What follows belongs to an exercise in optimizing a design on an open flow for small area; a production flow would make more cautious choices.
At most, simulation tests tie the RTL to the original design; equivalence was not proved.
Only the layout flow was run in run 2; the RTL was not checked for function there.
No activity file was given, so power comes from the tool's default toggle rates.

==> design/flow/design.v <==
module sync (
  input  wire       clk,
  output reg        hs,
  output reg        vs,
  input  wire       reset,    
  output reg  [3:0] R,
  output reg  [3:0] G,
  output reg  [3:0] B,
  input  wire       btn       
);
  localparam [1:0] HORIZ_FP = 2'd0, H_SYNC = 2'd1, HORIZ_BP = 2'd2, H_DATA = 2'd3;
  localparam [1:0] VERT_FP = 2'd0, V_SYNC = 2'd1, VERT_BP = 2'd2, V_DATA = 2'd3;
  localparam [2:0] IDLE = 3'd0, COUNT = 3'd1, COUNT2 = 3'd2, TRIG = 3'd3, ACC = 3'd4;
  localparam [2:0] FRANCE = 3'd0, ITALY = 3'd1, IRELAND = 3'd2, BELGIUM = 3'd3,
                   MALI = 3'd4, CHAD = 3'd5, NIGERIA = 3'd6, IVORY_COAST = 3'd7;
  localparam [11:0] RED    = 12'hF00;
  localparam [11:0] WHITE  = 12'hFFF;
  localparam [11:0] BLUE   = 12'h00F;
  localparam [11:0] GREEN  = 12'h0F0;
  localparam [11:0] BLACK  = 12'h000;
  localparam [11:0] ORANGE = 12'hFA0;
  localparam [11:0] YELLOW = 12'hFF0;
  reg  signed [31:0] pixelCount;
  reg  signed [31:0] npixelCount;
  reg  signed [31:0] pixelCount2;
  reg  signed [31:0] npixelCount2;
  reg  signed [31:0] lineCount;
  reg         [1:0]  phs, nhs;
  reg         [1:0]  pvs, nvs;
  reg         [2:0]  flag;
  reg         [2:0]  PS, NS;
  reg         [31:0] timer;
  always @(posedge clk or negedge reset) begin
    if (!reset)
      PS <= IDLE;
    else
      PS <= NS;
  end
  always @(*) begin
    case (PS)
      IDLE:    NS = (btn == 1'b0) ? COUNT : IDLE;
      COUNT:   NS = (timer == 32'h0000FFFF) ? TRIG : COUNT;
      TRIG:    NS = (btn == 1'b1) ? COUNT2 : TRIG;
      COUNT2:  NS = (timer == 32'h0000FFFF) ? ACC : COUNT2;
      ACC:     NS = IDLE;
      default: NS = IDLE;
    endcase
  end
  always @(posedge clk or negedge reset) begin
    if (!reset)
      flag <= FRANCE;
    else if (PS == ACC)
      flag <= flag + 3'd1;
  end
  always @(posedge clk) begin
    if (PS == COUNT || PS == COUNT2) begin
      if (timer != 32'h0000FFFF)
        timer <= timer + 32'd1;
    end else begin
      timer <= 32'd0;
    end
  end
  always @(posedge clk or negedge reset) begin
    if (!reset) begin
      phs         <= HORIZ_FP;
      pvs         <= VERT_FP;
      pixelCount  <= 0;
      lineCount   <= 0;
      pixelCount2 <= 0;
    end else begin
      phs         <= nhs;
      pvs         <= nvs;
      pixelCount  <= npixelCount;
      pixelCount2 <= npixelCount2;
      if (phs == H_DATA && nhs == HORIZ_FP) begin
        if (pvs == V_DATA) begin
          if (lineCount < 480)
            lineCount <= lineCount + 1;
          else
            lineCount <= 0;
        end else begin
          lineCount <= 0;
        end
      end
    end
  end
  always @(posedge clk) begin
    if (reset) begin
      if (phs == H_DATA && pvs == V_DATA) begin
        case (flag)
          FRANCE:      {R, G, B} <= (pixelCount < 213) ? BLUE   : (pixelCount < 426) ? WHITE  : RED;
          ITALY:       {R, G, B} <= (pixelCount < 213) ? GREEN  : (pixelCount < 426) ? WHITE  : RED;
          IRELAND:     {R, G, B} <= (pixelCount < 213) ? GREEN  : (pixelCount < 426) ? WHITE  : ORANGE;
          BELGIUM:     {R, G, B} <= (pixelCount < 213) ? BLACK  : (pixelCount < 426) ? YELLOW : RED;
          MALI:        {R, G, B} <= (pixelCount < 213) ? GREEN  : (pixelCount < 426) ? YELLOW : RED;
          CHAD:        {R, G, B} <= (pixelCount < 213) ? BLUE   : (pixelCount < 426) ? YELLOW : RED;
          NIGERIA:     {R, G, B} <= (pixelCount < 213) ? GREEN  : (pixelCount < 426) ? WHITE  : GREEN;
          default:     {R, G, B} <= (pixelCount < 213) ? ORANGE : (pixelCount < 426) ? WHITE  : GREEN;
        endcase
      end else begin
        {R, G, B} <= 12'h000;
      end
      hs <= (phs == H_SYNC) ? 1'b0 : 1'b1;
      vs <= (pvs == V_SYNC) ? 1'b0 : 1'b1;
    end
  end
  always @(*) begin
    case (phs)
      HORIZ_FP: begin
        if (pixelCount < 16) begin nhs = HORIZ_FP; npixelCount = pixelCount + 1; end
        else                 begin nhs = H_SYNC;   npixelCount = 0; end
      end
      H_SYNC: begin
        if (pixelCount < 96) begin nhs = H_SYNC;   npixelCount = pixelCount + 1; end
        else                 begin nhs = HORIZ_BP; npixelCount = 0; end
      end
      HORIZ_BP: begin
        if (pixelCount < 48) begin nhs = HORIZ_BP; npixelCount = pixelCount + 1; end
        else                 begin nhs = H_DATA;   npixelCount = 0; end
      end
      default: begin
        if (pixelCount < 640) begin nhs = H_DATA;   npixelCount = pixelCount + 1; end
        else                  begin nhs = HORIZ_FP; npixelCount = 0; end
      end
    endcase
    case (pvs)
      VERT_FP: begin
        if (pixelCount2 < 8000) begin nvs = VERT_FP; npixelCount2 = pixelCount2 + 1; end
        else                    begin nvs = V_SYNC;  npixelCount2 = 0; end
      end
      V_SYNC: begin
        if (pixelCount2 < 1600) begin nvs = V_SYNC;  npixelCount2 = pixelCount2 + 1; end
        else                    begin nvs = VERT_BP; npixelCount2 = 0; end
      end
      VERT_BP: begin
        if (pixelCount2 < 26400) begin nvs = VERT_BP; npixelCount2 = pixelCount2 + 1; end
        else                     begin nvs = V_DATA;  npixelCount2 = 0; end
      end
      default: begin
        npixelCount2 = 0;
        nvs = (lineCount < 480) ? V_DATA : VERT_FP;
      end
    endcase
  end
endmodule
==> design/flow/run.sh <==
#!/bin/bash
# synth_recipe.tcl (not shown) runs the flow's synth.tcl, then flattens the netlist and writes it again
# the make line also repeats each setting of config.mk as NAME=value (left out here)
make -C /OpenROAD-flow-scripts/flow DESIGN_CONFIG=/design/flow/config.mk WORK_HOME=/design/flow/orfs CLKGATE_MAP_FILE= SYNTH_SCRIPT=/design/flow/synth_recipe.tcl finish
==> design/flow/config.mk <==
export PLATFORM = sky130hd
export DESIGN_NAME = sync
export DESIGN_NICKNAME = sync
export VERILOG_FILES = /design/flow/design.v
export SDC_FILE = /design/flow/constraint.sdc
export NUM_CORES = 4
export LEC_CHECK = 0
export CAP_MARGIN = 20
export CORE_MARGIN = 2
export CORE_UTILIZATION = 40
export SLEW_MARGIN = 20
==> design/flow/constraint.sdc <==
create_clock -name core_clock -period 10.0 [get_ports {clk}]
set_input_delay 2.0000 -clock core_clock [delete_from_list [all_inputs] [get_ports {clk}]]
set_output_delay 2.0000 -clock core_clock [all_outputs]
set_load 0.01 [all_outputs]
==> qor.txt, run 1 <==
# Post-CTS Setup Buffers: 0
P per Cell Area: 139 mW/mm²
WL final: 17100 µm
Rows: 51
Share of the yosys chip area belonging to registers: 43.9%
Cell at the root of the clock tree: clkbuf_16
Worst hold path class: flop to flop
Worst rel slew slack: 28.9%
Synthesis warning total: 1
Prevailing post-synth register cell: dfrtp_1
Min Tclk post-route: 3.41 ns
Ys async rst share: 73.6%
Hold Vio Cnt, Final: 0
Pins over their slew limit: 0
Worst EP required: 10.06 ns
DR DRC count: 0
CTS tree: yes
Fraction of layout cells with a size suffix above 1: 7.03%
Fin crit share: 34.1%
Syn nets: 892
Netlist cell types: 63
Vias: 6442
Vias in the first global route: 6058
Worst-path fanout max: 56
Worst flop-to-flop path startpoint: pixelCount[16]
Max-cap viol count: 0
Die Height: 145 µm
Clk sinks: 144
DP HPWL: 11100 µm
IO buf count: 16
Fmax: 294 MHz
Number of diodes: 0
Grt met3 use: 3.68%
CP arrival: 3.47 ns
Nets: 882
R2r setup slk: 7.33 ns
Cells on Worst Hold Path: 2
Post-synthesis register bit count: 144
FF-to-FF End: B[2]
Min-delay src: timer[4]
Status: finished clean
PnR Total Power: 1230 µW
RSZ-0062 raised after global routing: false
Maximum root-to-sink buffer count: 2
Vias per std cell: 5.62
P_leak: 0.00349 µW
Mean Syn Cell Area: 8.99 µm²
Worst vdd ir: 0.104 mV
CTS Buf Count: 17
CTS HTree Levels: 4
Pin count of the biggest net entering global routing: 57
Post-synthesis cell area: 0.00791 mm²
CP Class: primary input to flop
Setup TNS: 0 ns
Met1 Usage GRT: 24.8%
Core area: 0.0194 mm²
Initial Util: 40.8%
First DRT Iteration DRCs: 416
Mapped Cells: 879
Hold bufs inserted after CTS: 0
Routed wire length per instance: 14.9 µm
GP Congestion: 0.798
Critical Path Start Type: primary input
GRT busiest layer: met2
Worst-path clk slew: 0.06 ns
CP Capture Type: flop
Number of gates resized after CTS: 0
Drt pass-1 iters: 4
Initial antenna violation count: 0
EDFF count, synth: 6
WHS Endpoint: timer[4]
First-pass GRT wire length: 29800 µm
Area growth syn-to-layout: 12.1%
FF-to-FF path depth: 5
DIE AREA: 0.0209 mm²
Die width: 145 µm
Clock skew: 0.0102 ns
I/O pins: 17
Worst-margin pin slew: 1.04 ns
GRT Resource Usage Total: 17.6%
Latest clock arrival within the worst-skew pair: 0.42 ns
GR Layer Usage met2: 27.6%
Total global routing overflow: 0
Antenna-violating nets left: 0
Setup violators final: 0
[through the flow]
stage                     area [µm²]  cells  utilization [%]  worst slack (ns)  hold slack, ns
after CTS                       8860   1147             45.7              6.51           0.490
after floorplan                 7910    879                -              7.39           0.454
after detailed placement        8250   1115             42.5              6.06           0.479
final                           8860   1147             45.7              6.59           0.490
after global routing            8860   1147             45.7              6.35           0.517
after global placement          8250   1115             42.5              6.06           0.472
[logic make-up (layout without fill, tap and decap cells)]
kind of cell | count (synthesis) | after routing | synth area share (%)
buffers and inverters | 90 | 93 | 4.89
AOI/OAI and AO/OA | 140 | 140 | 11.4
adders and majority gates | 11 | 11 | 1.71
and+or+nand+nor | 404 | 404 | 27.7
DFF | 144 | 144 | 43.9
xor gates and xnor gates | 75 | 75 | 8.31
muxes | 15 | 15 | 1.98
[how the worst max path moves through the flow]
| stage | to | start | depth (start not counted) | slack [ns] |
|---|---|---|---|---|
| floorplan | B[1] | B[2] | 1 | 7.39 |
| global placement | B[2] | reset | 3 | 6.06 |
| detailed placement | B[2] | reset | 3 | 6.06 |
| CTS | B[2] | reset | 3 | 6.51 |
| global route | B[2] | reset | 3 | 6.35 |
| finish | B[2] | reset | 3 | 6.59 |
[worst max-delay path, stage by stage]
cell,delay [ns]
buf_4,0.17
buf_4,0.60
buf_4,0.64
[area by class of cell]
cell class / instances / area, µm²
Sequential cell: 144 / 3470
Timing Repair Buffer: 25 / 225
Multi-Input combinational cell: 645 / 4090
Tap cell: 265 / 332
Clock inverter: 9 / 63.8
Inverter: 36 / 135
Fill cell: 1940 / 10500
Clock buffer: 23 / 543
[cell usage after synthesis (3+ instances only)]
cell	instances	area share [%]
dfrtp_1	106	34
nor3_1	81	5.1
nor2_1	59	2.8
nand2_1	51	2.4
xnor2_1	49	5.4
nand4_1	42	3.3
o21ai_0	41	2.6
nand3_1	39	2.5
clkbuf_1	36	1.7
inv_1	36	1.7
nor4_1	36	2.8
dfxtp_1	32	8.1
a21oi_1	31	2.0
and3_1	26	2.1
xor2_1	26	2.9
or3_1	19	1.5
and4_1	12	1.3
a211oi_1	11	1.0
or4_1	11	1.0
ha_1	10	1.6
mux2i_1	10	1.3
a22o_1	9	1.0
buf_4	9	0.85
o31ai_1	9	0.85
a31oi_1	6	0.47
and2_1	6	0.47
buf_2	6	0.38
edfxtp_1	6	2.3
mux2_2	5	0.71
nor2b_1	5	0.40
o21a_1	4	0.38
or2_2	4	0.32
a2111oi_0	3	0.33
nor3b_1	3	0.28
o311ai_0	3	0.33
[cells in the final DEF, fill, tap and decap left out, types with 11 or more instances in the layout]
cell type	n
xnor2_1	49
nor2_1	59
nor3_1	81
nand3_1	39
o21ai_0	40
dfxtp_1	32
clkdlybuf4s50_1	15
dfrtp_1	106
and3_1	26
inv_1	36
xor2_1	26
nand2_1	51
nand4_1	42
clkbuf_16	21
and4_1	12
or4_1	11
a21oi_1	31
or3_1	19
nor4_1	36
[routing by layer]
layer | share of wire [%] | routed length, µm
met5 | 0 | 0
met1 | 51 | 8810
met3 | 2.2 | 380
met4 | 0.78 | 134
met2 | 46 | 7820
[registers in the layout, indices dropped and copies added (netlist names)]
register,cells
PS,3
pixelCount,32
phs,2
pvs,2
hs,1
lineCount,32
vs,1
B,1
pixelCount2,32
G,2
flag,3
R,1
timer,32
[power breakdown]
group,internal [µW],switching (µW)
clock,384,252
combinational,3.39,10.1
sequential,585,0.331
==> run 2, diff against run 1 <==
==> design/flow/design.v (replaced) <==
module sync (
  input  wire       clk,
  output reg        hs,
  output reg        vs,
  input  wire       reset,    
  output wire [3:0] R,
  output wire [3:0] G,
  output wire [3:0] B,
  input  wire       btn       
);
  localparam [2:0] S_FP = 3'd0, S_SY = 3'd1, S_BP = 3'd2, S_D0 = 3'd4, S_D1 = 3'd5, S_D2 = 3'd6;
  localparam [1:0] V_FP = 2'd0, V_SY = 2'd1, V_BP = 2'd2, V_DA = 2'd3;
  reg [2:0]  seg;
  reg [7:0]  hc;      
  reg [1:0]  pvs;
  reg [14:0] vc;      
  reg        cnt, ph, acc;    
  reg [15:0] timer;   
  reg [2:0]  flag;
  reg        r_q, gh_q, gl_q, b_q;
  assign R = {4{r_q}};
  assign G = {gh_q, gl_q, gh_q, gl_q};
  assign B = {4{b_q}};
  reg h_end;
  always @(*) begin
    case (seg)
      S_FP:    h_end = (hc == 8'b00111001);
      S_SY:    h_end = (hc == 8'b01001111);
      S_BP:    h_end = (hc == 8'b00111111);
      S_D2:    h_end = (hc == 8'b10101110);
      default: h_end = (hc == 8'b00101011);
    endcase
  end
  wire line_end = h_end & (seg == S_D2);
  always @(posedge clk or negedge reset) begin
    if (!reset) begin
      seg <= S_FP;
      hc  <= 8'd0;
    end else begin
      if (h_end) begin
        hc <= 8'd0;
        case (seg)
          S_FP:    seg <= S_SY;
          S_SY:    seg <= S_BP;
          S_BP:    seg <= S_D0;
          S_D0:    seg <= S_D1;
          S_D1:    seg <= S_D2;
          default: seg <= S_FP;
        endcase
      end else begin
        hc <= {hc[6:0], ~(hc[7] ^ hc[5] ^ hc[4] ^ hc[3])};
      end
    end
  end
  reg v_end;
  always @(*) begin
    case (pvs)
      V_FP:    v_end = (vc == 15'b010101010111001);
      V_SY:    v_end = (vc == 15'b110101101010001);
      V_BP:    v_end = (vc == 15'b011111110100000);
      default: v_end = (vc == 15'b000000000001100);
    endcase
  end
  always @(posedge clk or negedge reset) begin
    if (!reset) begin
      pvs <= V_FP;
      vc  <= 15'd0;
    end else begin
      if (v_end) begin
        vc  <= 15'd0;
        pvs <= pvs + 2'd1;
      end else if (pvs != V_DA || line_end) begin
        vc  <= {vc[13:0], ~(vc[14] ^ vc[13])};
      end
    end
  end
  wire t_zero = (timer[14:0] == 15'd0);
  wire t_end  = timer[15] & t_zero;
  always @(posedge clk or negedge reset) begin
    if (!reset) begin
      cnt <= 1'b0; ph <= 1'b0; acc <= 1'b0;
    end else begin
      acc <= cnt & ph & t_end;
      if (cnt) begin
        if (t_end) begin cnt <= 1'b0; ph <= ~ph; end
      end else if (!acc && (btn == ph)) begin
        cnt <= 1'b1;
      end
    end
  end
  always @(posedge clk) begin
    if (cnt)
      timer <= {timer[14:0], timer[15] ^ timer[14] ^ timer[12] ^ timer[3] ^ t_zero};
    else
      timer <= 16'd0;
  end
  always @(posedge clk or negedge reset) begin
    if (!reset)
      flag <= 3'd0;
    else if (acc)
      flag <= flag + 3'd1;
  end
  localparam [3:0] C_RED = 4'b1000, C_WHITE = 4'b1111, C_BLUE = 4'b0001, C_GREEN = 4'b0110,
                   C_BLACK = 4'b0000, C_ORANGE = 4'b1100, C_YELLOW = 4'b1110;
  reg [3:0] col;
  always @(*) begin
    col = C_BLACK;
    if (pvs == V_DA && seg[2]) begin
      case (flag)
        3'd0: col = (seg == S_D0) ? C_BLUE   : (seg == S_D1) ? C_WHITE  : C_RED;
        3'd1: col = (seg == S_D0) ? C_GREEN  : (seg == S_D1) ? C_WHITE  : C_RED;
        3'd2: col = (seg == S_D0) ? C_GREEN  : (seg == S_D1) ? C_WHITE  : C_ORANGE;
        3'd3: col = (seg == S_D0) ? C_BLACK  : (seg == S_D1) ? C_YELLOW : C_RED;
        3'd4: col = (seg == S_D0) ? C_GREEN  : (seg == S_D1) ? C_YELLOW : C_RED;
        3'd5: col = (seg == S_D0) ? C_BLUE   : (seg == S_D1) ? C_YELLOW : C_RED;
        3'd6: col = (seg == S_D0) ? C_GREEN  : (seg == S_D1) ? C_WHITE  : C_GREEN;
        default: col = (seg == S_D0) ? C_ORANGE : (seg == S_D1) ? C_WHITE : C_GREEN;
      endcase
    end
  end
  always @(posedge clk) begin
    r_q  <= col[3] | (~reset & r_q);
    gh_q <= col[2] | (~reset & gh_q);
    gl_q <= col[1] | (~reset & gl_q);
    b_q  <= col[0] | (~reset & b_q);
    hs   <= (seg != S_SY) & (reset | hs);
    vs   <= (pvs != V_SY) & (reset | vs);
  end
endmodule
==> qor.txt, run 2 <==
Status: finished clean
Most common cell in the netlist: nor2_1
Setup violators final: 0 (unchanged)
Post-synth top area share: 32.3% (-1.3 points)
Share of the yosys chip area belonging to registers: 49.0% (+5.0 points)
Met1 Usage GRT: 17.3% (-7.5 points)
Worst vdd ir: 0.102 mV (-2.0%)
Number of diodes: 0 (unchanged)
Setup TNS: 0 ns (unchanged)
Initial antenna violation count: 0 (unchanged)
Top cells by count, synth: 35 x nor2_1, 34 x dfrtp_1, 23 x and2_1, 22 x dfxtp_1, 14 x mux2i_1
P_leak: 0.00127 µW (-64%)
Fraction of layout cells with a size suffix above 1: 6.06% (-0.97 points)
IO buf count: 16 (unchanged)
Most flops, register: timer
Drt pass-1 iters: 4 (unchanged)
CTS Buf Count: 5 (-12)
Worst-path clk slew: 0.10 ns (+0.04 ns)
Maximum root-to-sink buffer count: 2 (unchanged)
Ys async rst share: 60.7% (-13 points)
Register area: 0.00129 mm² (-63%)
Worst-margin pin slew: 0.942 ns (-0.0976 ns)
Worst path slowest cell: clkdlybuf4s50_1
Crit-path cells: clkdlybuf4s50_1
Setup WS post-layout: 6.75 ns (+0.156 ns)
Vias per std cell: 4.90 (-13%)
Hold bufs inserted after CTS: 0 (unchanged)
CTS tree: yes
Total global routing overflow: 0 (unchanged)
Latest clock arrival within the worst-skew pair: 0.31 ns (-0.11 ns)
Most frequent cells in the layout: 35 x nor2_1, 34 x dfrtp_1, 23 x and2_1
Core area: 0.00635 mm² (-67%)
Syn nets: 271 (-70%)
Worst-path fanout max: 5 (-91%)
Clk sinks: 56 (-61%)
GRT busiest layer: met2
Clock skew: 0.00842 ns (-0.00174 ns)
WL final: 4270 µm (-75%)
DP HPWL: 2870 µm (-74%)
Initial Util: 41.5% (+0.79 points)
P per Cell Area: 161 mW/mm² (+16%)
Rows: 29 (-43%)
CP peak stage delay: 0.56 ns (-0.08 ns)
DIE AREA: 0.00726 mm² (-65%)
Fmax: 308 MHz (+4.8%)
Worst EP required: 8.00 ns (-2.06 ns)
Grt met3 use: 2.92% (-0.76 points)
Commonest non-fill, non-tap cell in the layout: nor2_1
DR DRC count: 0 (unchanged)
CP arrival: 1.25 ns (-2.22 ns)
Post-synthesis cell area: 0.00264 mm² (-67%)
Antenna-violating nets left: 0 (unchanged)
Area leader, netlist: dfrtp_1
GP Congestion: 0.739 (-7.4%)
CP Class: flop to primary output
CTS HTree Levels: 2 (-2)
# Post-CTS Setup Buffers: 0 (unchanged)
Min Tclk post-route: 3.25 ns (-0.156 ns)
EDFF count, synth: 0 (-6)
Pins over their slew limit: 0 (unchanged)
Die Height: 85.2 µm (-41%)
Synthesis warning total: 1 (unchanged)
RSZ-0062 raised after global routing: false
Worst slack at placement: 7.08 ns (+1.02 ns)
Worst hold path class: flop to flop
WP buf/inv: 1 (-2)
Area growth syn-to-layout: 8.30%
Final Util: 45.0% (-0.68 points)
Synth top area cells: dfrtp_1 32%, dfxtp_1 17%, and2_1 5.5%
Multi-input logic area: 0.00117 mm² (-71%)
CP Capture Type: primary output
Critical Path Start Type: flop
Hold Vio Cnt, Final: 0 (unchanged)
Fill count: 594 (-69%)
Mapped Cells: 259 (-71%)
Cell at the root of the clock tree: clkbuf_8
Biggest regs: timer: 16 flops, vc: 15 flops, hc: 8 flops
GRT Resource Usage Total: 12.8% (-4.8 points)
First-pass GRT wire length: 7470 µm (-75%)
Netlist cell types: 43 (-32%)
Worst rel slew slack: 36.7% (+7.8 points)
Pin count of the biggest net entering global routing: 41 (-28%)
Mean Syn Cell Area: 10.2 µm² (+13%)
Routed wire length per instance: 12.5 µm (-16%)
Post-synthesis register bit count: 56 (-61%)
Max reg flops: 16
Nets: 275 (-69%)
Die width: 85.2 µm (-41%)
Max-cap viol count: 0 (unchanged)
Number of gates resized after CTS: 0 (unchanged)
Fin crit share: 32.5% (-1.6 points)
GR Layer Usage met2: 20.1% (-7.5 points)
I/O pins: 17 (unchanged)
First DRT Iteration DRCs: 76 (-82%)
Top cell family by delay on the critical path: buffers and inverters
Vias: 1672 (-74%)
Vias in the first global route: 1573 (-74%)
Prevailing post-synth register cell: dfrtp_1
==> run 2: cell count changes in the layout (fill, tap and decap cells not counted), moves of 33 or more <==
| cell | change |
|---|---|
| nor3_1 | -76 |
| nand4_1 | -41 |
| nand3_1 | -36 |
| o21ai_0 | -33 |
| nand2_1 | -41 |
| dfrtp_1 | -72 |
| xnor2_1 | -43 |
==> run 2: cells by family after synthesis <==
group / Yosys count / synth area share, %
adder cells (fa/ha/maj): 9 / 4.27
XOR/XNOR: 15 / 4.98
AO/OA/AOI/OAI: 31 / 7.92
AND/OR/NAND/NOR: 99 / 20.1
buffers and inverters: 31 / 6.74
multiplexers: 18 / 7.02
flip-flops: 56 / 49.0
==> run 2: area by class of cell <==
type | instances | share of cell area, %
flip-flops and latches | 56 | 45.2
repair buffers | 17 | 5.69
clock inverters | 2 | 0.482
well taps | 77 | 3.37
clock buffers | 6 | 2.89
inverters | 11 | 1.45
multi-input cells | 172 | 40.9
==> run 2: worst paths after layout <==
path	start	endpoint	slack (ns)	depth (start not counted)
min in group asynchronous	reset	seg[1]	1.72	2
max reg2reg	pvs[0]	vc[2]	7.45	6
min reg2reg	timer[6]	timer[7]	0.47	1
max	b_q	B[0]	6.75	1
min	timer[6]	timer[7]	0.47	1
max in group asynchronous	reset	vc[0]	7.91	2
==> run 2: through the flow <==
step,cells,total power (µW),hold WS (ns),cell area (µm²)
final,341,461,0.469,2860
after global routing,341,487,0.492,2860
after CTS,341,469,0.471,2860
after detailed placement,333,335,0.446,2760
after global placement,333,334,0.436,2760
after floorplan,259,319,0.430,2640
==> run 2: layer usage <==
| metal | vias to the layer above | part of all wire (%) |
|---|---|---|
| met5 | - | 0 |
| met4 | 0 | 1.4 |
| met3 | 5 | 3.0 |
| met2 | 23 | 45 |
| met1 | 776 | 50 |
| li1 | 868 | - |
==> run 2: where the power goes <==
group | total, µW | internal, µW | leakage, µW | switching (µW)
Combinational | 49.7 | 30.5 | 0.000655 | 19.3
Clock | 132 | 56.9 | 0.0000516 | 74.8
Sequential | 279 | 260 | 0.000563 | 18.9
Total | 461 | 348 | 0.00127 | 113

## re-timing with driven ports
No port has a modelled driver above. Below, the same layouts with a new extraction and two added sets of constraints.
Step 1, drivers: a clkbuf_16 drives clk and a buf_2 each remaining input, both assumed.
Step 2 times the ports against the registers' clock, not the clock port: input delays grow and output delays shrink by t, the midpoint of the rising clock arrivals with the driver on.
Slacks: no drivers / after step 1 / after step 2; pairs: no drivers / after step 1.
run	shift t [ns]	slack for setup (ns)	worst setup path at the end	clock arrival spread, ns	worst data-port slew with drivers (ns)
run 1	0.464	6.593 / 6.580 / 6.143	input to register	0.011 / 0.011	0.03
run 2	0.335	6.749 / 6.720 / 7.054	register to output	0.009 / 0.009	0.03
After both steps every run listed still meets setup and hold. For run 1, which loses most, drivers alone change the setup slack by -0.013 ns; drivers and shift together by -0.450 ns.
